This is an optimization exercise on Yosys and OpenROAD, whose aim is small area, not a production implementation.
Only the layout flow was run in this run; the RTL was not checked for function there.
Power is estimated from default activity; no workload was simulated.

==> flow/design.v <==
`timescale 1ns/1ps
module Delay #(
    parameter NUM_STAGES = 1,
    parameter DATA_WIDTH = 1
)(
    input  wire                  CLK,
    input  wire                  RESET_N,
    input  wire [DATA_WIDTH-1:0] DIN,
    output wire [DATA_WIDTH-1:0] DOUT
);
genvar i;
generate
if (NUM_STAGES == 0)
begin
    assign DOUT = DIN;
end
else if (NUM_STAGES > 0)
begin
    reg [NUM_STAGES*DATA_WIDTH-1:0] din_delay;
    always @(posedge CLK or negedge RESET_N)
    begin
        if(!RESET_N)
        begin
            din_delay[DATA_WIDTH-1:0] <= 0;
        end else
        begin
            din_delay[DATA_WIDTH-1:0] <= DIN;
        end
    end
    for (i=1; i<NUM_STAGES; i=i+1)
	 begin : REGISTER_STAGES
        always @(posedge CLK or negedge RESET_N )
        begin
            if(!RESET_N)
            begin
                din_delay[i*DATA_WIDTH+:DATA_WIDTH] <= 0;
            end else
            begin
                din_delay[i*DATA_WIDTH+:DATA_WIDTH] <= din_delay[(i-1)*DATA_WIDTH+:DATA_WIDTH];
            end
        end
    end
    assign DOUT = din_delay[(NUM_STAGES-1)*DATA_WIDTH+:DATA_WIDTH];
end
endgenerate
endmodule
module FLGOFFSET # (
	parameter DATA_WIDTH = 32)
	(
	input 										clk,
	input  										rst_n,
	input 										I_Sta,  
	input 										I_Pipe, 
	input [ DATA_WIDTH					-1 : 0] I_ActFlag, 
	input [ DATA_WIDTH  				-1 : 0] I_WeiFlag, 
	output reg									O_Offset_val,  
	output reg 									O_OffsetAct_val,
	output reg 									O_OffsetWei_val,
	output reg									O_fnh,  
	output reg[ (
(DATA_WIDTH) <= (1<<0) ? 0 : (DATA_WIDTH) <= (1<<1) ? 1 :
(DATA_WIDTH) <= (1<<2) ? 2 : (DATA_WIDTH) <= (1<<3) ? 3 :
(DATA_WIDTH) <= (1<<4) ? 4 : (DATA_WIDTH) <= (1<<5) ? 5 :
(DATA_WIDTH) <= (1<<6) ? 6 : (DATA_WIDTH) <= (1<<7) ? 7 :
(DATA_WIDTH) <= (1<<8) ? 8 : (DATA_WIDTH) <= (1<<9) ? 9 :
(DATA_WIDTH) <= (1<<10) ? 10 : (DATA_WIDTH) <= (1<<11) ? 11 :
(DATA_WIDTH) <= (1<<12) ? 12 : (DATA_WIDTH) <= (1<<13) ? 13 :
(DATA_WIDTH) <= (1<<14) ? 14 : (DATA_WIDTH) <= (1<<15) ? 15 :
(DATA_WIDTH) <= (1<<16) ? 16 : (DATA_WIDTH) <= (1<<17) ? 17 :
(DATA_WIDTH) <= (1<<18) ? 18 : (DATA_WIDTH) <= (1<<19) ? 19 :
(DATA_WIDTH) <= (1<<20) ? 20 : (DATA_WIDTH) <= (1<<21) ? 21 :
(DATA_WIDTH) <= (1<<22) ? 22 : (DATA_WIDTH) <= (1<<23) ? 23 :
(DATA_WIDTH) <= (1<<24) ? 24 : (DATA_WIDTH) <= (1<<25) ? 25 :
(DATA_WIDTH) <= (1<<26) ? 26 : (DATA_WIDTH) <= (1<<27) ? 27 :
(DATA_WIDTH) <= (1<<28) ? 28 : (DATA_WIDTH) <= (1<<29) ? 29 :
(DATA_WIDTH) <= (1<<30) ? 30 : (DATA_WIDTH) <= (1<<31) ? 31 : 32) 	-1 : 0] O_Offset_Act,  
	output reg[ (
(DATA_WIDTH) <= (1<<0) ? 0 : (DATA_WIDTH) <= (1<<1) ? 1 :
(DATA_WIDTH) <= (1<<2) ? 2 : (DATA_WIDTH) <= (1<<3) ? 3 :
(DATA_WIDTH) <= (1<<4) ? 4 : (DATA_WIDTH) <= (1<<5) ? 5 :
(DATA_WIDTH) <= (1<<6) ? 6 : (DATA_WIDTH) <= (1<<7) ? 7 :
(DATA_WIDTH) <= (1<<8) ? 8 : (DATA_WIDTH) <= (1<<9) ? 9 :
(DATA_WIDTH) <= (1<<10) ? 10 : (DATA_WIDTH) <= (1<<11) ? 11 :
(DATA_WIDTH) <= (1<<12) ? 12 : (DATA_WIDTH) <= (1<<13) ? 13 :
(DATA_WIDTH) <= (1<<14) ? 14 : (DATA_WIDTH) <= (1<<15) ? 15 :
(DATA_WIDTH) <= (1<<16) ? 16 : (DATA_WIDTH) <= (1<<17) ? 17 :
(DATA_WIDTH) <= (1<<18) ? 18 : (DATA_WIDTH) <= (1<<19) ? 19 :
(DATA_WIDTH) <= (1<<20) ? 20 : (DATA_WIDTH) <= (1<<21) ? 21 :
(DATA_WIDTH) <= (1<<22) ? 22 : (DATA_WIDTH) <= (1<<23) ? 23 :
(DATA_WIDTH) <= (1<<24) ? 24 : (DATA_WIDTH) <= (1<<25) ? 25 :
(DATA_WIDTH) <= (1<<26) ? 26 : (DATA_WIDTH) <= (1<<27) ? 27 :
(DATA_WIDTH) <= (1<<28) ? 28 : (DATA_WIDTH) <= (1<<29) ? 29 :
(DATA_WIDTH) <= (1<<30) ? 30 : (DATA_WIDTH) <= (1<<31) ? 31 : 32) 	-1 : 0] O_Offset_Wei
	);
wire 							ValFlag_d;
wire [ DATA_WIDTH	- 1 : 0 ] ActFlag; 
wire [ DATA_WIDTH	- 1 : 0 ] WeiFlag;
wire [ DATA_WIDTH	- 1 : 0 ] AndFlag;
wire [ DATA_WIDTH	- 1 : 0 ] SetFlag;
wire [ DATA_WIDTH	- 1 : 0 ] ActCntFlag;
wire [ DATA_WIDTH	- 1 : 0 ] WeiCntFlag;
wire [ DATA_WIDTH	- 1 : 0 ] wire_ActCntFlag;
wire [ DATA_WIDTH	- 1 : 0 ] wire_WeiCntFlag;
wire [ (
(DATA_WIDTH) <= (1<<0) ? 0 : (DATA_WIDTH) <= (1<<1) ? 1 :
(DATA_WIDTH) <= (1<<2) ? 2 : (DATA_WIDTH) <= (1<<3) ? 3 :
(DATA_WIDTH) <= (1<<4) ? 4 : (DATA_WIDTH) <= (1<<5) ? 5 :
(DATA_WIDTH) <= (1<<6) ? 6 : (DATA_WIDTH) <= (1<<7) ? 7 :
(DATA_WIDTH) <= (1<<8) ? 8 : (DATA_WIDTH) <= (1<<9) ? 9 :
(DATA_WIDTH) <= (1<<10) ? 10 : (DATA_WIDTH) <= (1<<11) ? 11 :
(DATA_WIDTH) <= (1<<12) ? 12 : (DATA_WIDTH) <= (1<<13) ? 13 :
(DATA_WIDTH) <= (1<<14) ? 14 : (DATA_WIDTH) <= (1<<15) ? 15 :
(DATA_WIDTH) <= (1<<16) ? 16 : (DATA_WIDTH) <= (1<<17) ? 17 :
(DATA_WIDTH) <= (1<<18) ? 18 : (DATA_WIDTH) <= (1<<19) ? 19 :
(DATA_WIDTH) <= (1<<20) ? 20 : (DATA_WIDTH) <= (1<<21) ? 21 :
(DATA_WIDTH) <= (1<<22) ? 22 : (DATA_WIDTH) <= (1<<23) ? 23 :
(DATA_WIDTH) <= (1<<24) ? 24 : (DATA_WIDTH) <= (1<<25) ? 25 :
(DATA_WIDTH) <= (1<<26) ? 26 : (DATA_WIDTH) <= (1<<27) ? 27 :
(DATA_WIDTH) <= (1<<28) ? 28 : (DATA_WIDTH) <= (1<<29) ? 29 :
(DATA_WIDTH) <= (1<<30) ? 30 : (DATA_WIDTH) <= (1<<31) ? 31 : 32) -1 : 0 ] Offset_Act;
wire [ (
(DATA_WIDTH) <= (1<<0) ? 0 : (DATA_WIDTH) <= (1<<1) ? 1 :
(DATA_WIDTH) <= (1<<2) ? 2 : (DATA_WIDTH) <= (1<<3) ? 3 :
(DATA_WIDTH) <= (1<<4) ? 4 : (DATA_WIDTH) <= (1<<5) ? 5 :
(DATA_WIDTH) <= (1<<6) ? 6 : (DATA_WIDTH) <= (1<<7) ? 7 :
(DATA_WIDTH) <= (1<<8) ? 8 : (DATA_WIDTH) <= (1<<9) ? 9 :
(DATA_WIDTH) <= (1<<10) ? 10 : (DATA_WIDTH) <= (1<<11) ? 11 :
(DATA_WIDTH) <= (1<<12) ? 12 : (DATA_WIDTH) <= (1<<13) ? 13 :
(DATA_WIDTH) <= (1<<14) ? 14 : (DATA_WIDTH) <= (1<<15) ? 15 :
(DATA_WIDTH) <= (1<<16) ? 16 : (DATA_WIDTH) <= (1<<17) ? 17 :
(DATA_WIDTH) <= (1<<18) ? 18 : (DATA_WIDTH) <= (1<<19) ? 19 :
(DATA_WIDTH) <= (1<<20) ? 20 : (DATA_WIDTH) <= (1<<21) ? 21 :
(DATA_WIDTH) <= (1<<22) ? 22 : (DATA_WIDTH) <= (1<<23) ? 23 :
(DATA_WIDTH) <= (1<<24) ? 24 : (DATA_WIDTH) <= (1<<25) ? 25 :
(DATA_WIDTH) <= (1<<26) ? 26 : (DATA_WIDTH) <= (1<<27) ? 27 :
(DATA_WIDTH) <= (1<<28) ? 28 : (DATA_WIDTH) <= (1<<29) ? 29 :
(DATA_WIDTH) <= (1<<30) ? 30 : (DATA_WIDTH) <= (1<<31) ? 31 : 32) -1 : 0 ] Offset_Wei;
reg [ DATA_WIDTH	- 1 : 0 ] ActFlag_temp;
reg [ DATA_WIDTH	- 1 : 0 ] WeiFlag_temp;
reg [ DATA_WIDTH	- 1 : 0 ] ActCntFlag_temp;
reg [ DATA_WIDTH	- 1 : 0 ] WeiCntFlag_temp;
wire 						ValFlag;
reg 						last_offset;
assign ActFlag = ActFlag_temp; 
assign WeiFlag = WeiFlag_temp;
assign AndFlag = ActFlag & WeiFlag;
generate
	genvar i;
	for(i=1;i<DATA_WIDTH;i=i+1)
		assign SetFlag[i] = AndFlag[i-1] | SetFlag[i-1];
endgenerate
assign SetFlag[0] = 0;
assign ActCntFlag = last_offset ? ActFlag : (~SetFlag & ActFlag); 
assign WeiCntFlag = last_offset ? WeiFlag : (~SetFlag & WeiFlag); 
assign ValFlag = SetFlag[DATA_WIDTH-1];
always @ ( posedge clk or negedge rst_n ) begin
    if ( !rst_n ) begin
		ActFlag_temp    <= 0;
		WeiFlag_temp    <= 0;
		ActCntFlag_temp <= 0;
		WeiCntFlag_temp <= 0;
		O_Offset_Act    <= 0;
		O_Offset_Wei    <= 0;
		O_Offset_val    <= 0;
		O_fnh           <= 1;
		last_offset     <= 0;
		O_OffsetAct_val   <= 0;
		O_OffsetWei_val   <= 0;
	end else if ( I_Sta ) begin
		ActFlag_temp    <= I_ActFlag;
		WeiFlag_temp    <= I_WeiFlag;
		O_Offset_val 	<= 0;
		O_fnh 			<= 0;
		last_offset     <= 0;
		O_OffsetAct_val   <= 0;
		O_OffsetWei_val   <= 0;
    end else if( I_Pipe) begin  
		ActFlag_temp    <= SetFlag  & ActFlag;
		WeiFlag_temp    <= SetFlag  & WeiFlag;
		O_Offset_Act      <= Offset_Act;
		O_Offset_Wei      <= Offset_Wei;
		O_fnh 			  <= ~ValFlag && ~AndFlag[DATA_WIDTH-1];
		O_Offset_val 	  <= ActFlag || WeiFlag;
		O_OffsetAct_val   <= |Offset_Act;
		O_OffsetWei_val   <= |Offset_Wei;
    end
end
assign 	Offset_Act = 
		ActCntFlag[0] +
		ActCntFlag[1] +
		ActCntFlag[2] +
		ActCntFlag[3] +
		ActCntFlag[4] +
		ActCntFlag[5] +
		ActCntFlag[6] +
		ActCntFlag[7] +
		ActCntFlag[8] +
		ActCntFlag[9] +
		ActCntFlag[10] +
		ActCntFlag[11] +
		ActCntFlag[12] +
		ActCntFlag[13] +
		ActCntFlag[14] +
		ActCntFlag[15] +
		ActCntFlag[16] +
		ActCntFlag[17] +
		ActCntFlag[18] +
		ActCntFlag[19] +
		ActCntFlag[20] +
		ActCntFlag[21] +
		ActCntFlag[22] +
		ActCntFlag[23] +
		ActCntFlag[24] +
		ActCntFlag[25] +
		ActCntFlag[26] +
		ActCntFlag[27] +
		ActCntFlag[28] +
		ActCntFlag[29] +
		ActCntFlag[30] +
		ActCntFlag[31] ;
assign Offset_Wei = 
		WeiCntFlag[0] +
		WeiCntFlag[1] +
		WeiCntFlag[2] +
		WeiCntFlag[3] +
		WeiCntFlag[4] +
		WeiCntFlag[5] +
		WeiCntFlag[6] +
		WeiCntFlag[7] +
		WeiCntFlag[8] +
		WeiCntFlag[9] +
		WeiCntFlag[10] +
		WeiCntFlag[11] +
		WeiCntFlag[12] +
		WeiCntFlag[13] +
		WeiCntFlag[14] +
		WeiCntFlag[15] +
		WeiCntFlag[16] +
		WeiCntFlag[17] +
		WeiCntFlag[18] +
		WeiCntFlag[19] +
		WeiCntFlag[20] +
		WeiCntFlag[21] +
		WeiCntFlag[22] +
		WeiCntFlag[23] +
		WeiCntFlag[24] +
		WeiCntFlag[25] +
		WeiCntFlag[26] +
		WeiCntFlag[27] +
		WeiCntFlag[28] +
		WeiCntFlag[29] +
		WeiCntFlag[30] +
		WeiCntFlag[31] ;
endmodule
module MAC
    (
    input                                   clk     ,
    input                                   rst_n   ,
    output                                  MACMUX_Val,
    output reg [4    -1 : 0] MACMUX_Addr,       
    output reg[ 32            -1 : 0] MACMUX_Psum,  
    input                                   MUXMAC_Rdy,
    output                                  MACMUX_Empty,
    output                                  MACARB_ReqHelp,  
    input                                   ARBMAC_Rst,
    input [ 2                       -1 : 0] PEBMAC_WeiCol,  
    input [(
(8192*4*16*16/32) <= (1<<0) ? 0 : (8192*4*16*16/32) <= (1<<1) ? 1 :
(8192*4*16*16/32) <= (1<<2) ? 2 : (8192*4*16*16/32) <= (1<<3) ? 3 :
(8192*4*16*16/32) <= (1<<4) ? 4 : (8192*4*16*16/32) <= (1<<5) ? 5 :
(8192*4*16*16/32) <= (1<<6) ? 6 : (8192*4*16*16/32) <= (1<<7) ? 7 :
(8192*4*16*16/32) <= (1<<8) ? 8 : (8192*4*16*16/32) <= (1<<9) ? 9 :
(8192*4*16*16/32) <= (1<<10) ? 10 : (8192*4*16*16/32) <= (1<<11) ? 11 :
(8192*4*16*16/32) <= (1<<12) ? 12 : (8192*4*16*16/32) <= (1<<13) ? 13 :
(8192*4*16*16/32) <= (1<<14) ? 14 : (8192*4*16*16/32) <= (1<<15) ? 15 :
(8192*4*16*16/32) <= (1<<16) ? 16 : (8192*4*16*16/32) <= (1<<17) ? 17 :
(8192*4*16*16/32) <= (1<<18) ? 18 : (8192*4*16*16/32) <= (1<<19) ? 19 :
(8192*4*16*16/32) <= (1<<20) ? 20 : (8192*4*16*16/32) <= (1<<21) ? 21 :
(8192*4*16*16/32) <= (1<<22) ? 22 : (8192*4*16*16/32) <= (1<<23) ? 23 :
(8192*4*16*16/32) <= (1<<24) ? 24 : (8192*4*16*16/32) <= (1<<25) ? 25 :
(8192*4*16*16/32) <= (1<<26) ? 26 : (8192*4*16*16/32) <= (1<<27) ? 27 :
(8192*4*16*16/32) <= (1<<28) ? 28 : (8192*4*16*16/32) <= (1<<29) ? 29 :
(8192*4*16*16/32) <= (1<<30) ? 30 : (8192*4*16*16/32) <= (1<<31) ? 31 : 32)                        -1 : 0] AddrRowFlgAct,
    input [ (
(8192*4*16*16) <= (1<<0) ? 0 : (8192*4*16*16) <= (1<<1) ? 1 :
(8192*4*16*16) <= (1<<2) ? 2 : (8192*4*16*16) <= (1<<3) ? 3 :
(8192*4*16*16) <= (1<<4) ? 4 : (8192*4*16*16) <= (1<<5) ? 5 :
(8192*4*16*16) <= (1<<6) ? 6 : (8192*4*16*16) <= (1<<7) ? 7 :
(8192*4*16*16) <= (1<<8) ? 8 : (8192*4*16*16) <= (1<<9) ? 9 :
(8192*4*16*16) <= (1<<10) ? 10 : (8192*4*16*16) <= (1<<11) ? 11 :
(8192*4*16*16) <= (1<<12) ? 12 : (8192*4*16*16) <= (1<<13) ? 13 :
(8192*4*16*16) <= (1<<14) ? 14 : (8192*4*16*16) <= (1<<15) ? 15 :
(8192*4*16*16) <= (1<<16) ? 16 : (8192*4*16*16) <= (1<<17) ? 17 :
(8192*4*16*16) <= (1<<18) ? 18 : (8192*4*16*16) <= (1<<19) ? 19 :
(8192*4*16*16) <= (1<<20) ? 20 : (8192*4*16*16) <= (1<<21) ? 21 :
(8192*4*16*16) <= (1<<22) ? 22 : (8192*4*16*16) <= (1<<23) ? 23 :
(8192*4*16*16) <= (1<<24) ? 24 : (8192*4*16*16) <= (1<<25) ? 25 :
(8192*4*16*16) <= (1<<26) ? 26 : (8192*4*16*16) <= (1<<27) ? 27 :
(8192*4*16*16) <= (1<<28) ? 28 : (8192*4*16*16) <= (1<<29) ? 29 :
(8192*4*16*16) <= (1<<30) ? 30 : (8192*4*16*16) <= (1<<31) ? 31 : 32) + 6         -1 : 0] AddrRowAct,
    input [ (
(8192*4) <= (1<<0) ? 0 : (8192*4) <= (1<<1) ? 1 :
(8192*4) <= (1<<2) ? 2 : (8192*4) <= (1<<3) ? 3 :
(8192*4) <= (1<<4) ? 4 : (8192*4) <= (1<<5) ? 5 :
(8192*4) <= (1<<6) ? 6 : (8192*4) <= (1<<7) ? 7 :
(8192*4) <= (1<<8) ? 8 : (8192*4) <= (1<<9) ? 9 :
(8192*4) <= (1<<10) ? 10 : (8192*4) <= (1<<11) ? 11 :
(8192*4) <= (1<<12) ? 12 : (8192*4) <= (1<<13) ? 13 :
(8192*4) <= (1<<14) ? 14 : (8192*4) <= (1<<15) ? 15 :
(8192*4) <= (1<<16) ? 16 : (8192*4) <= (1<<17) ? 17 :
(8192*4) <= (1<<18) ? 18 : (8192*4) <= (1<<19) ? 19 :
(8192*4) <= (1<<20) ? 20 : (8192*4) <= (1<<21) ? 21 :
(8192*4) <= (1<<22) ? 22 : (8192*4) <= (1<<23) ? 23 :
(8192*4) <= (1<<24) ? 24 : (8192*4) <= (1<<25) ? 25 :
(8192*4) <= (1<<26) ? 26 : (8192*4) <= (1<<27) ? 27 :
(8192*4) <= (1<<28) ? 28 : (8192*4) <= (1<<29) ? 29 :
(8192*4) <= (1<<30) ? 30 : (8192*4) <= (1<<31) ? 31 : 32)                                    -1 : 0] AddrBlockWei,
    input [ 32            -1 : 0] MAC_FlgWei,
    input                                   MAC_FlgWei_Val,
    output                                  MAC_AddrFlgAct_Rdy,
    output reg [ (
(8192*4*16*16/32) <= (1<<0) ? 0 : (8192*4*16*16/32) <= (1<<1) ? 1 :
(8192*4*16*16/32) <= (1<<2) ? 2 : (8192*4*16*16/32) <= (1<<3) ? 3 :
(8192*4*16*16/32) <= (1<<4) ? 4 : (8192*4*16*16/32) <= (1<<5) ? 5 :
(8192*4*16*16/32) <= (1<<6) ? 6 : (8192*4*16*16/32) <= (1<<7) ? 7 :
(8192*4*16*16/32) <= (1<<8) ? 8 : (8192*4*16*16/32) <= (1<<9) ? 9 :
(8192*4*16*16/32) <= (1<<10) ? 10 : (8192*4*16*16/32) <= (1<<11) ? 11 :
(8192*4*16*16/32) <= (1<<12) ? 12 : (8192*4*16*16/32) <= (1<<13) ? 13 :
(8192*4*16*16/32) <= (1<<14) ? 14 : (8192*4*16*16/32) <= (1<<15) ? 15 :
(8192*4*16*16/32) <= (1<<16) ? 16 : (8192*4*16*16/32) <= (1<<17) ? 17 :
(8192*4*16*16/32) <= (1<<18) ? 18 : (8192*4*16*16/32) <= (1<<19) ? 19 :
(8192*4*16*16/32) <= (1<<20) ? 20 : (8192*4*16*16/32) <= (1<<21) ? 21 :
(8192*4*16*16/32) <= (1<<22) ? 22 : (8192*4*16*16/32) <= (1<<23) ? 23 :
(8192*4*16*16/32) <= (1<<24) ? 24 : (8192*4*16*16/32) <= (1<<25) ? 25 :
(8192*4*16*16/32) <= (1<<26) ? 26 : (8192*4*16*16/32) <= (1<<27) ? 27 :
(8192*4*16*16/32) <= (1<<28) ? 28 : (8192*4*16*16/32) <= (1<<29) ? 29 :
(8192*4*16*16/32) <= (1<<30) ? 30 : (8192*4*16*16/32) <= (1<<31) ? 31 : 32)-1:0] MAC_AddrFlgAct,
    input                                   MAC_FlgAct_Val,
    input [ 32            -1 : 0] MAC_FlgAct,
    output                                  MAC_AddrAct_Rdy,
    output reg[ (
(8192*4*16*16) <= (1<<0) ? 0 : (8192*4*16*16) <= (1<<1) ? 1 :
(8192*4*16*16) <= (1<<2) ? 2 : (8192*4*16*16) <= (1<<3) ? 3 :
(8192*4*16*16) <= (1<<4) ? 4 : (8192*4*16*16) <= (1<<5) ? 5 :
(8192*4*16*16) <= (1<<6) ? 6 : (8192*4*16*16) <= (1<<7) ? 7 :
(8192*4*16*16) <= (1<<8) ? 8 : (8192*4*16*16) <= (1<<9) ? 9 :
(8192*4*16*16) <= (1<<10) ? 10 : (8192*4*16*16) <= (1<<11) ? 11 :
(8192*4*16*16) <= (1<<12) ? 12 : (8192*4*16*16) <= (1<<13) ? 13 :
(8192*4*16*16) <= (1<<14) ? 14 : (8192*4*16*16) <= (1<<15) ? 15 :
(8192*4*16*16) <= (1<<16) ? 16 : (8192*4*16*16) <= (1<<17) ? 17 :
(8192*4*16*16) <= (1<<18) ? 18 : (8192*4*16*16) <= (1<<19) ? 19 :
(8192*4*16*16) <= (1<<20) ? 20 : (8192*4*16*16) <= (1<<21) ? 21 :
(8192*4*16*16) <= (1<<22) ? 22 : (8192*4*16*16) <= (1<<23) ? 23 :
(8192*4*16*16) <= (1<<24) ? 24 : (8192*4*16*16) <= (1<<25) ? 25 :
(8192*4*16*16) <= (1<<26) ? 26 : (8192*4*16*16) <= (1<<27) ? 27 :
(8192*4*16*16) <= (1<<28) ? 28 : (8192*4*16*16) <= (1<<29) ? 29 :
(8192*4*16*16) <= (1<<30) ? 30 : (8192*4*16*16) <= (1<<31) ? 31 : 32) + 6     -1 : 0] MAC_AddrAct,
    input                                   MAC_Act_Val,
    input [ 8             -1 : 0] MAC_Act,
    output                                  MAC_AddrWei_Rdy,
    output reg[ (
(8192*4) <= (1<<0) ? 0 : (8192*4) <= (1<<1) ? 1 :
(8192*4) <= (1<<2) ? 2 : (8192*4) <= (1<<3) ? 3 :
(8192*4) <= (1<<4) ? 4 : (8192*4) <= (1<<5) ? 5 :
(8192*4) <= (1<<6) ? 6 : (8192*4) <= (1<<7) ? 7 :
(8192*4) <= (1<<8) ? 8 : (8192*4) <= (1<<9) ? 9 :
(8192*4) <= (1<<10) ? 10 : (8192*4) <= (1<<11) ? 11 :
(8192*4) <= (1<<12) ? 12 : (8192*4) <= (1<<13) ? 13 :
(8192*4) <= (1<<14) ? 14 : (8192*4) <= (1<<15) ? 15 :
(8192*4) <= (1<<16) ? 16 : (8192*4) <= (1<<17) ? 17 :
(8192*4) <= (1<<18) ? 18 : (8192*4) <= (1<<19) ? 19 :
(8192*4) <= (1<<20) ? 20 : (8192*4) <= (1<<21) ? 21 :
(8192*4) <= (1<<22) ? 22 : (8192*4) <= (1<<23) ? 23 :
(8192*4) <= (1<<24) ? 24 : (8192*4) <= (1<<25) ? 25 :
(8192*4) <= (1<<26) ? 26 : (8192*4) <= (1<<27) ? 27 :
(8192*4) <= (1<<28) ? 28 : (8192*4) <= (1<<29) ? 29 :
(8192*4) <= (1<<30) ? 30 : (8192*4) <= (1<<31) ? 31 : 32)     -1 : 0] MAC_AddrWei,
    input                                   MAC_Wei_Val,
    input [ 8             -1 : 0] MAC_Wei  
);
wire                                    MAC_Fnh;
wire                                    MAC_Sta;
wire[(
(32) <= (1<<0) ? 0 : (32) <= (1<<1) ? 1 :
(32) <= (1<<2) ? 2 : (32) <= (1<<3) ? 3 :
(32) <= (1<<4) ? 4 : (32) <= (1<<5) ? 5 :
(32) <= (1<<6) ? 6 : (32) <= (1<<7) ? 7 :
(32) <= (1<<8) ? 8 : (32) <= (1<<9) ? 9 :
(32) <= (1<<10) ? 10 : (32) <= (1<<11) ? 11 :
(32) <= (1<<12) ? 12 : (32) <= (1<<13) ? 13 :
(32) <= (1<<14) ? 14 : (32) <= (1<<15) ? 15 :
(32) <= (1<<16) ? 16 : (32) <= (1<<17) ? 17 :
(32) <= (1<<18) ? 18 : (32) <= (1<<19) ? 19 :
(32) <= (1<<20) ? 20 : (32) <= (1<<21) ? 21 :
(32) <= (1<<22) ? 22 : (32) <= (1<<23) ? 23 :
(32) <= (1<<24) ? 24 : (32) <= (1<<25) ? 25 :
(32) <= (1<<26) ? 26 : (32) <= (1<<27) ? 27 :
(32) <= (1<<28) ? 28 : (32) <= (1<<29) ? 29 :
(32) <= (1<<30) ? 30 : (32) <= (1<<31) ? 31 : 32)     -1 : 0] MACAW_OffsetAct;
wire[(
(32) <= (1<<0) ? 0 : (32) <= (1<<1) ? 1 :
(32) <= (1<<2) ? 2 : (32) <= (1<<3) ? 3 :
(32) <= (1<<4) ? 4 : (32) <= (1<<5) ? 5 :
(32) <= (1<<6) ? 6 : (32) <= (1<<7) ? 7 :
(32) <= (1<<8) ? 8 : (32) <= (1<<9) ? 9 :
(32) <= (1<<10) ? 10 : (32) <= (1<<11) ? 11 :
(32) <= (1<<12) ? 12 : (32) <= (1<<13) ? 13 :
(32) <= (1<<14) ? 14 : (32) <= (1<<15) ? 15 :
(32) <= (1<<16) ? 16 : (32) <= (1<<17) ? 17 :
(32) <= (1<<18) ? 18 : (32) <= (1<<19) ? 19 :
(32) <= (1<<20) ? 20 : (32) <= (1<<21) ? 21 :
(32) <= (1<<22) ? 22 : (32) <= (1<<23) ? 23 :
(32) <= (1<<24) ? 24 : (32) <= (1<<25) ? 25 :
(32) <= (1<<26) ? 26 : (32) <= (1<<27) ? 27 :
(32) <= (1<<28) ? 28 : (32) <= (1<<29) ? 29 :
(32) <= (1<<30) ? 30 : (32) <= (1<<31) ? 31 : 32)     -1 : 0] MACAW_OffsetWei;
wire                                    MACAW_ValOffset;
wire                                    MAC_FnhRow;
wire                                    ActWei_Val;
wire                                    pipe;
reg                                     MAC_Addr_val, fnh;
wire                                    MAC_Empty;
reg [4 + 1      -1 : 0]  Cnt_Comp;
reg                                     val_comp; 
wire                                    en_mac;
wire                                    O_OffsetAct_val; reg O_OffsetAct_val_d;
wire                                    O_OffsetWei_val; reg O_OffsetWei_val_d;
localparam IDLE    = 0;
localparam WAITFLG = 1;
localparam COMP    = 2;
localparam WAITMUX = 3;
reg [2 -1 : 0           ] state;
reg [2 -1 : 0           ] next_state;
always @(*) begin
  if(!rst_n) begin
    next_state <= IDLE;
  end else begin
    case (state)
        IDLE  : if ( ARBMAC_Rst )
                    next_state <= WAITFLG;
                else 
                    next_state <= IDLE;
        WAITFLG:   if (MAC_FlgWei_Val&&MAC_FlgAct_Val  )
                    next_state <= COMP;  
                else 
                    next_state <= WAITFLG;
        COMP:   if ( MAC_FnhRow && ( (~val_comp&&en_mac) || ~MAC_Addr_val) )  
                    next_state <= IDLE;
                else if ( MAC_Fnh && ( (~val_comp&&en_mac) || ~MAC_Addr_val))
                    next_state <= WAITFLG;
                else if ( MAC_Fnh && val_comp && en_mac)  
                    next_state <= WAITMUX;
                else 
                    next_state <= COMP;
        WAITMUX:if(MUXMAC_Rdy)
                    if(MAC_FnhRow)
                        next_state <= IDLE;
                    else
                        next_state <= WAITFLG;
                else 
                    next_state <= WAITMUX;
      default: next_state <= IDLE;
    endcase
  end
end
always @ ( posedge clk or negedge rst_n ) begin
    if ( !rst_n ) begin
        state <= IDLE;
    end else begin
        state <= next_state;
    end
end
assign MAC_Sta = state==WAITFLG && next_state==COMP;  
assign MAC_AddrFlgAct_Rdy = state == WAITFLG;
always @ ( posedge clk or negedge rst_n ) begin
    if ( !rst_n ) begin
        MAC_AddrFlgAct <= 0;
    end else if ( ARBMAC_Rst ) begin
        MAC_AddrFlgAct <= AddrRowFlgAct;  
    end else if ( MAC_Sta ) begin
        MAC_AddrFlgAct <= MAC_AddrFlgAct + 1;
    end
end
assign MAC_FnhRow = Cnt_Comp == 16 && MAC_Fnh;  
localparam IDLE_REQ = 0;
localparam CMP_REQ = 1;
reg [1 -1 : 0           ] state_req;
reg [1 -1 : 0           ] next_state_req;
always @(*) begin
    if(!rst_n) begin
        next_state_req <= IDLE_REQ;
    end else begin
        case(state_req)
            IDLE_REQ : if (ARBMAC_Rst)
                            next_state_req <= CMP_REQ;
                        else 
                            next_state_req <= IDLE_REQ;
            CMP_REQ :   if ( MAC_Empty )  
                            next_state_req <= IDLE_REQ;
                        else 
                            next_state_req <= CMP_REQ;
            default :   next_state_req <= IDLE_REQ;
        endcase
    end 
end
always @ ( posedge clk or negedge rst_n ) begin
    if ( !rst_n ) begin
        state_req <= IDLE_REQ;
    end else begin
        state_req <= next_state_req;
    end
end
assign MACARB_ReqHelp = next_state_req == IDLE_REQ; 
always @ ( posedge clk or negedge rst_n ) begin
    if ( !rst_n ) begin
        Cnt_Comp <= 0;
    end else if ( ARBMAC_Rst ) begin
        Cnt_Comp <= 0;
    end else if (MAC_Sta ) begin
        Cnt_Comp <= Cnt_Comp + 1;
    end
end
assign pipe = (~MAC_Addr_val || ActWei_Val) && state ==COMP ; 
always @ ( posedge clk or negedge rst_n ) begin
    if ( !rst_n ) begin
        {MAC_AddrAct, MAC_Addr_val, fnh} <= 0; 
        O_OffsetAct_val_d <= 0;
        O_OffsetWei_val_d <= 0;
    end else if (ARBMAC_Rst) begin
        {MAC_AddrAct, MAC_Addr_val, fnh} <= {AddrRowAct-1,1'b0, 1'b1}; 
        O_OffsetAct_val_d <= 0;
        O_OffsetWei_val_d <= 0;
    end else if ( MAC_Sta) begin
        O_OffsetAct_val_d <= 0;
        O_OffsetWei_val_d <= 0;
        {MAC_AddrAct, MAC_Addr_val, fnh} <= {MAC_AddrAct,1'b0, 1'b1}; 
    end else if ( pipe ) begin  
        {MAC_AddrAct, MAC_Addr_val, fnh} <= {MAC_AddrAct + MACAW_OffsetAct, MACAW_ValOffset,MAC_Fnh};
        O_OffsetAct_val_d <= O_OffsetAct_val;
        O_OffsetWei_val_d <= O_OffsetWei_val;
    end
end
assign MAC_AddrAct_Rdy = MAC_Addr_val && O_OffsetAct_val_d;  
assign MAC_AddrWei_Rdy = MAC_Addr_val && O_OffsetWei_val_d;
always @ ( posedge clk or negedge rst_n ) begin
    if ( !rst_n ) begin
        MAC_AddrWei <= 0;
    end else if (ARBMAC_Rst) begin
        MAC_AddrWei <= AddrBlockWei -1;
    end else if (MAC_Sta) begin
        MAC_AddrWei <= AddrBlockWei -1;
    end else if (pipe  ) begin
        MAC_AddrWei <= MAC_AddrWei + MACAW_OffsetWei;
    end
end
assign ActWei_Val = (MAC_Wei_Val&&MAC_Act_Val) && MAC_Addr_val;
FLGOFFSET #(
        .DATA_WIDTH(32)
    ) inst_FLGOFFSET (
        .clk        (clk),
        .rst_n      (rst_n),
        .I_Sta      (MAC_Sta),
        .I_Pipe (pipe ), 
        .I_ActFlag  (MAC_FlgAct),
        .I_WeiFlag  (MAC_FlgWei),
        .O_Offset_val  (MACAW_ValOffset), 
        .O_OffsetAct_val(O_OffsetAct_val),
        .O_OffsetWei_val(O_OffsetWei_val),
        .O_fnh     (MAC_Fnh),
        .O_Offset_Act (MACAW_OffsetAct),
        .O_Offset_Wei (MACAW_OffsetWei)
    );
assign en_mac = ActWei_Val && MAC_Addr_val && ~fnh;
always @ ( posedge clk or negedge rst_n ) begin
    if ( ~rst_n ) begin
        MACMUX_Psum <= 0;
    end else if ( MAC_Sta ) begin
        MACMUX_Psum <= 0;
    end else if ( en_mac ) begin
        MACMUX_Psum <= $signed(MACMUX_Psum) + $signed(MAC_Act) * $signed(MAC_Wei);
    end
end
always @ ( posedge clk or negedge rst_n ) begin
    if ( !rst_n ) begin
        MACMUX_Addr <= 0;
        val_comp    <= 0;
    end else if (ARBMAC_Rst  ) begin
        MACMUX_Addr <= (0 - PEBMAC_WeiCol); 
        val_comp    <= 0;
    end else if ( MAC_Sta  ) begin 
        MACMUX_Addr <= MACMUX_Addr + 1;  
        val_comp    <=  1 <= (MACMUX_Addr + 1) && (MACMUX_Addr + 1) <= 14;
    end
end
assign MACMUX_Val = state == WAITMUX && ~MUXMAC_Rdy;  
assign MACMUX_Empty = state == IDLE;
Delay #(
    .NUM_STAGES(1),
    .DATA_WIDTH(1)
    )Delay_MAC_FnhRow_d(
    .CLK(clk),
    .RESET_N(rst_n),
    .DIN(next_state==IDLE && state != IDLE),  
    .DOUT(MAC_Empty)
    );
endmodule
==> flow/run.sh <==
#!/bin/bash
# synth_recipe.tcl (not shown) runs the flow's synth.tcl, then flattens the netlist and writes it again
# the make line also repeats each setting of config.mk as NAME=value (left out here)
make -C /OpenROAD-flow-scripts/flow DESIGN_CONFIG=/design/flow/config.mk WORK_HOME=/design/flow/orfs CLKGATE_MAP_FILE= SYNTH_SCRIPT=/design/flow/synth_recipe.tcl finish
==> flow/config.mk <==
export PLATFORM = sky130hd
export DESIGN_NAME = MAC
export DESIGN_NICKNAME = MAC
export VERILOG_FILES = /design/flow/design.v
export SDC_FILE = /design/flow/constraint.sdc
export NUM_CORES = 4
export LEC_CHECK = 0
export CAP_MARGIN = 20
export CORE_MARGIN = 2
export CORE_UTILIZATION = 40
export PLACE_DENSITY = 0.6
export SLEW_MARGIN = 20
==> flow/constraint.sdc <==
create_clock -name core_clock -period 9.0 [get_ports {clk}]
set_input_delay 1.8000 -clock core_clock [delete_from_list [all_inputs] [get_ports {clk}]]
set_output_delay 1.8000 -clock core_clock [all_outputs]
set_load 0.01 [all_outputs]
==> results.txt <==
per-layer routing:
metal	wire, um	vias up	track usage, %
li1	-	6860	-
met3	3230	39	5.90
met4	653	6	4.48
met5	37	-	0
met2	23200	312	37.0
met1	20700	7035	29.8
per-stage QoR:
step,cell area (um^2),total power (W),cells,hold WS [ps],util [%]
floorplan,17500,0.00489,1940,450,-
global placement,20700,0.00625,2739,471,48.0
detailed placement,20700,0.00629,2739,473,48.0
CTS,21300,0.00721,2771,498,49.4
global route,21300,0.00800,2771,527,49.4
finish,21300,0.00712,2772,497,49.4
registers in the layout, indices dropped and copies added (netlist names), 2 cells and up:
register / flops
inst_FLGOFFSET.ActFlag_temp: 32
inst_FLGOFFSET.O_Offset_Act: 5
Cnt_Comp: 5
MAC_AddrWei: 15
inst_FLGOFFSET.O_Offset_Wei: 5
MAC_AddrFlgAct: 18
state: 2
inst_FLGOFFSET.WeiFlag_temp: 32
MACMUX_Psum: 32
MAC_AddrAct: 29
MACMUX_Addr: 4
critical path, stage by stage, from the launching register on:
cell,delay (ps)
dfrtp_1,440
a222oi_1,580
and3_2,340
nor4b_4,460
nand3_1,260
a21oi_1,310
and2_1,190
fa_1,470
fa_1,550
inv_1,50
fa_1,500
inv_1,50
fa_1,480
fa_1,570
fa_1,530
fa_1,500
fa_1,430
a21o_1,170
a21oi_1,170
xor2_1,260
a31oi_1,120
cell type report:
type / count / area (um^2)
Timing Repair Buffer: 272 / 2680
Fill cell: 4156 / 21800
Multi-Input combinational cell: 1439 / 11600
Antenna cell: 1 / 2.50
Inverter: 253 / 950
Clock inverter: 13 / 170
Clock buffer: 19 / 443
Sequential cell: 190 / 4760
Tap cell: 585 / 732
power by group through the flow:
stage	clock [W]	combinational (W)	sequential, W
2_1_floorplan	0	0.00374	0.00115
3_3_place_gp	0	0.00505	0.00120
3_5_place_dp	0	0.00509	0.00120
4_1_cts	0.000848	0.00518	0.00119
5_1_grt	0.000884	0.00590	0.00121
6_report	0.000819	0.00511	0.00119
cells in the final DEF, fill, tap and decap left out, drive strengths merged, types with 60 or more instances in the layout:
master,n
dfrtp,189
inv,261
and2,60
a21oi,78
ha,103
nand2,322
fa,186
o21ai,97
clkdlybuf4s50,253
nor2,77
xnor2,69
nand3,63
final timing paths:
| path | to | depth (start not counted) |
|---|---|---|
| setup / recovery | inst_FLGOFFSET.O_OffsetAct_val | 20 |
| hold / removal | inst_FLGOFFSET.O_Offset_Act[0] | 2 |
| setup reg to reg | inst_FLGOFFSET.O_OffsetAct_val | 20 |
| hold reg to reg | inst_FLGOFFSET.O_Offset_Act[0] | 2 |
| max in group asynchronous | inst_FLGOFFSET.O_Offset_Wei[4] | 2 |
| min in group asynchronous | inst_FLGOFFSET.WeiFlag_temp[5] | 1 |
logic make-up after synthesis:
| logic type | Yosys count | synth area share, % |
|---|---|---|
| muxes | 20 | 1.15 |
| AOI/OAI and AO/OA | 301 | 10.7 |
| adders and majority gates | 289 | 28.6 |
| DFF | 190 | 27.1 |
| xor gates and xnor gates | 125 | 6.25 |
| buffers and inverters | 311 | 6.82 |
| and+or+nand+nor | 704 | 19.3 |
==> qor.txt <==
status - complete, no violations
Routed wire per std cell - 17.3 um
Iter 0 DRT Violations - 842
Post-Synthesis Cells - 1940
CP Launch Point - inst_FLGOFFSET.ActFlag_temp[15]
first-pass detailed-route iteration total - 6
register area share after synthesis - 27.1%
nets@finish - 2614
Power Dens Cells - 334 mW/mm^2
final setup fails - 0
core box area - 0.0432 mm^2
top cells by area, synth - dfrtp_1, fa_1, ha_1
ANT nets after route - 0
Clock Skews - 14.4 ps
GPL Wtd Cong - 0.904
register-to-register setup slack - 1440 ps
Clock transition at path regs - 70 ps
Skew-Pair Late Insertion Delay - 470 ps
Die ar. - 0.0455 mm^2
global route overflow - 0
NetSw - 0.00346 W
setup_tns - 0 ps
Area growth syn-to-layout - 21.7%
Distinct cells, synth - 65
pre-CTS WS - 841 ps
CTS resizes - 0
clk buf depth - 2
Critical R2R Launch - inst_FLGOFFSET.ActFlag_temp[15]
port bufs - 255
Flop pwr share - 16.7%
HP Start - inst_FLGOFFSET.O_Offset_Act[0]
CTS tree - done
EDFF count, synth - 0
P_leak - 9.83 nW
most common cell in the netlist - nand2_1
TritonCTS Sinks - 190
Worst-Margin Slew - 1040 ps
vias in the first global route - 14800
Vias - 14300
Logic pwr share - 71.8%
Top FF cell, synth - dfrtp_1
crit path max fanout - 8
Synth top area share - 27.0%
synth cell count leaders - nand2_1, inv_1, dfrtp_1
first-pass GRT wire length - 79800 um
CP required - 9310 ps
Synthesized Nets - 2381
initial antenna violation count - 4
Die X - 213 um
Remaining DRCs - 0
Async SR Flop Fraction - 100%
register bit count reported by yosys - 190
WP data arrival - 7880 ps
final WL - 47900 um
worst vdd ir - 0.000324 V
Hold Crit Class - reg -> reg
post-synth top area cell - dfrtp_1
Fmax - 132 MHz
Avg Inst Size Synth - 9.04 um^2
internal power - 0.00366 W
vias per std cell - 5.14
starting density of the core - 40.6%
Sw Share - 48.6%
fin crit share - 84.1%
Setup CP Type - reg -> reg
final worst setup slack - 1440 ps
MaxCap Viol Count - 0
share of cells above drive strength 1 - 3.75%
Cell Area, Synth - 0.0175 mm^2
# IOs - 256
Post-CTS Hold Fix Bufs - 0
row count - 76
Clk pwr share - 11.5%
Worst setup SP type - flop
CTS buffer count - 17
HPWL Detailed - 37500 um
post-CTS setup repair buffer count - 0
RSZ-0062 raised after global routing - false
post-layout min period - 7560 ps
Root Buffer Master - clkbuf_16
GRT Util Overall - 22.4%
Final Hold Vio Count - 0
Die Y - 213 um
Slew HR - 30.3%
count of final max-slew check failures - 0
YS warnings - 3
H-tree depth - 4
nature of the critical path endpoint - flop
largest net degree at the start of global routing - 73

==> port drivers added, routing unchanged <==
The results above use ideal ports. As a check the final layout listed here was re-extracted and re-timed, cells and wires unchanged.
Step 1 sets driving cells, clkbuf_16 on the clock port and buf_2 on the other inputs (assumed; they add their load-dependent delay and slew).
Step 2 adds t to the input delays and takes it off the output delays; t is the mean of the earliest and latest rising clock arrival at the registers after step 1. Input paths then give back, and output paths get back, about the clock's delay inside the block.
Slacks: ideal ports / drivers / drivers and shift; pairs: ideal ports / drivers.
t (ns): 0.518
setup WS [ns]: 1.435 / 1.435 / 0.971
hold WS [ns]: 0.497 / 0.497 / 0.497
After both steps setup and hold are still met in this run. For this run, drivers alone change the setup slack by 0.000 ns; drivers and shift together by -0.464 ns.
